Background: an optimization exercise with open tools, aiming at small area, a short achievable clock period and few clock cycles per item. Do not read the settings as production practice. Only simulation tests tie the RTL to the original design; equivalence was not proved.

## build 86
==> flow/design.v (excerpt) <==
module div#(
  parameter WIDTH = 64
)(
  input                     i_clk         ,
  input                     i_rst_n       ,
  input                     i_flush       ,
  input                     i_divw        ,
  input                     i_start       ,
  output                    o_busy        ,
  output logic              o_end_valid   ,
  input                     i_end_ready   ,
  input                     i_signed      ,
  input  logic [WIDTH-1:0]  i_dividend    ,
  input  logic [WIDTH-1:0]  i_divisor     ,
  output logic [WIDTH-1:0]  o_quotient    ,
  output logic [WIDTH-1:0]  o_remainder
);
  localparam WB = 68;          
  localparam WT = WB + 1;      
  logic       busy_r, prep_r, iter_r, fix_r;
  logic [5:0] cnt;
  logic       last;
  logic       w_r, sx_r, sd_r, sq_r;
  logic [63:0]   rem_r;      
  logic [WB-1:0] b_r;        
  logic [63:0]   quo_r;
  assign o_busy      = busy_r;
  assign o_quotient  = quo_r;
  assign o_remainder = rem_r;
  wire [63:0] x_in = i_divw ? {{32{i_signed & i_dividend[31]}}, i_dividend[31:0]} : i_dividend;
  wire [63:0] d_in = i_divw ? {{32{i_signed & i_divisor [31]}}, i_divisor [31:0]} : i_divisor;
  wire [63:0] draw = b_r[63:0];
  wire        dz = ~|draw;
  wire [63:0] xa = rem_r ^ {sx_r, rem_r[63:1]};
  wire [63:0] da = draw  ^ {sd_r, draw[63:1]};
  logic [6:0] lzx, lzd;
  div_lzc64 u_lzx (.a(xa), .n(lzx));
  div_lzc64 u_lzd (.a(da), .n(lzd));
  wire [8:0]  s_ub = {2'b0, lzd} - {2'b0, lzx} + {8'b0, sx_r};
  wire        q_zero = s_ub[8];             
  wire [6:0]  s_use  = s_ub[6:0] | 7'd1;    
  wire [WB-1:0] nd_sh = (b_r << s_use) ^ {WB{~sd_r}};
  wire [WB-1:0] b1 = {b_r[WB-1], b_r[WB-1:1]};
  wire [WT-1:0] t0 = {{(WT-64){1'b0}}, rem_r} + {b_r[WB-1], b_r} + {{(WT-1){1'b0}}, ~sd_r};
  wire          a0 = ~t0[WT-1];
  wire [63:0]   r1 = a0 ? t0[63:0] : rem_r;
  wire [WT-1:0] t1 = {{(WT-64){1'b0}}, r1} + {b1[WB-1], b1} + {{(WT-1){1'b0}}, ~sd_r};
  wire          a1 = ~t1[WT-1];
  wire [63:0]   r2 = a1 ? t1[63:0] : r1;
  wire        neg_q = last & sq_r;
  wire        ext   = last & w_r;
  ...
Size in the first run: about 4000 cells after synthesis, about 210 flip-flops, ~270 I/O pins.
export LEC_CHECK = 0
export CAP_MARGIN = 20
export CORE_MARGIN = 2
export CORE_UTILIZATION = 50
export PLACE_DENSITY = 0.65
export SLEW_MARGIN = 20
create_clock -name core_clock -period 20.0 [get_ports {i_clk}]
standard.sh (not shown) runs the stock make flow with config.mk's settings and CLKGATE_MAP_FILE= SYNTH_SCRIPT=/design/flow/synth_recipe.tcl, a recipe that flattens the netlist after the stock synthesis.
==> flow/flow/run.sh <==
#!/bin/bash
set -euo pipefail
bash standard.sh SETUP_SLACK_MARGIN=14 TNS_END_PERCENT=0 'BUFFER_PORTS_ARGS=-buffer_cell sky130_fd_sc_hd__buf_2' finish > standard_flow.log 2>&1
Build 86 completed every stage of the flow, and the final layout passed the timing, DRC and antenna checks.
Testbench counts of build 86, summed over its fixed seeds: cycles 6,959, items 900.
Input changes introduced in build 72 (baseline for comparison: build 86):
Settings: swapping 50 for 45 in CORE_UTILIZATION; swapping 0.65 for 0.6 in PLACE_DENSITY.
==> flow/flow/run.sh <==
#!/bin/bash
set -euo pipefail
bash standard.sh SETUP_SLACK_MARGIN=13 TNS_END_PERCENT=0 'BUFFER_PORTS_ARGS=-buffer_cell sky130_fd_sc_hd__buf_2' finish > standard_flow.log 2>&1
## What came out
Build 72 completed end to end with timing, DRC and antenna clean. Higher setup slack among build 86 and build 72: build 86. The number of gates on the worst path with buffers counted in build 86 is 1.3 times that in build 72. Between build 86 and build 72, the difference in final cell count is negligible. Between build 86 and build 72, the core utilization is lower for build 72. The final reports for build 72 and build 86 show final-layout clock buffer total lower in the former. Looking only at number of vias after detailed routing, and setting everything else aside, the lower value of build 86 and build 72 goes to build 72.
The inputs of build 28 differ from those of build 72 as listed below.
Settings: CTS_BUF_LIST newly set to sky130_fd_sc_hd__clkbuf_8.
==> flow/flow/run.sh <==
#!/bin/bash
set -euo pipefail
bash standard.sh SETUP_SLACK_MARGIN=13.5 TNS_END_PERCENT=0 'BUFFER_PORTS_ARGS=-buffer_cell sky130_fd_sc_hd__buf_1' finish > standard_flow.log 2>&1
### Flow results
Going from build 72 to build 28, fmax grows by about 3%.
Post-layout worst setup margin: build 28 vs build 72 up 0.21 ns
For total of plain and repair buffers excluding clock buffers, dividing the value from build 72 by the value from build 28 gives 0.802.

==> afterwards: timing with drivers on the ports <==
The flow's constraints put no driver on any port. The routed layouts listed below were extracted and timed again, unchanged, in two steps.
Step 1 assumes that a clkbuf_16 drives the clock port and a buf_2 every other input.
Step 2 moves the port delays by t, midway between the first and last clock arrival at a register: inputs arrive t later, outputs are due t later. That takes back most of the time a late clock gives input paths.
Slacks: ideal / step 1 / step 2; pairs: ideal / step 1.
run	t (ns)	setup WS [ns]	clock arrival spread, ns
build 86	0.662	13.439 / 13.439 / 13.439	0.026 / 0.026
build 72	0.676	13.015 / 13.015 / 13.015	0.024 / 0.024
build 28	0.744	13.225 / 13.225 / 13.225	0.073 / 0.073
After both steps setup and hold are still met in every run listed.
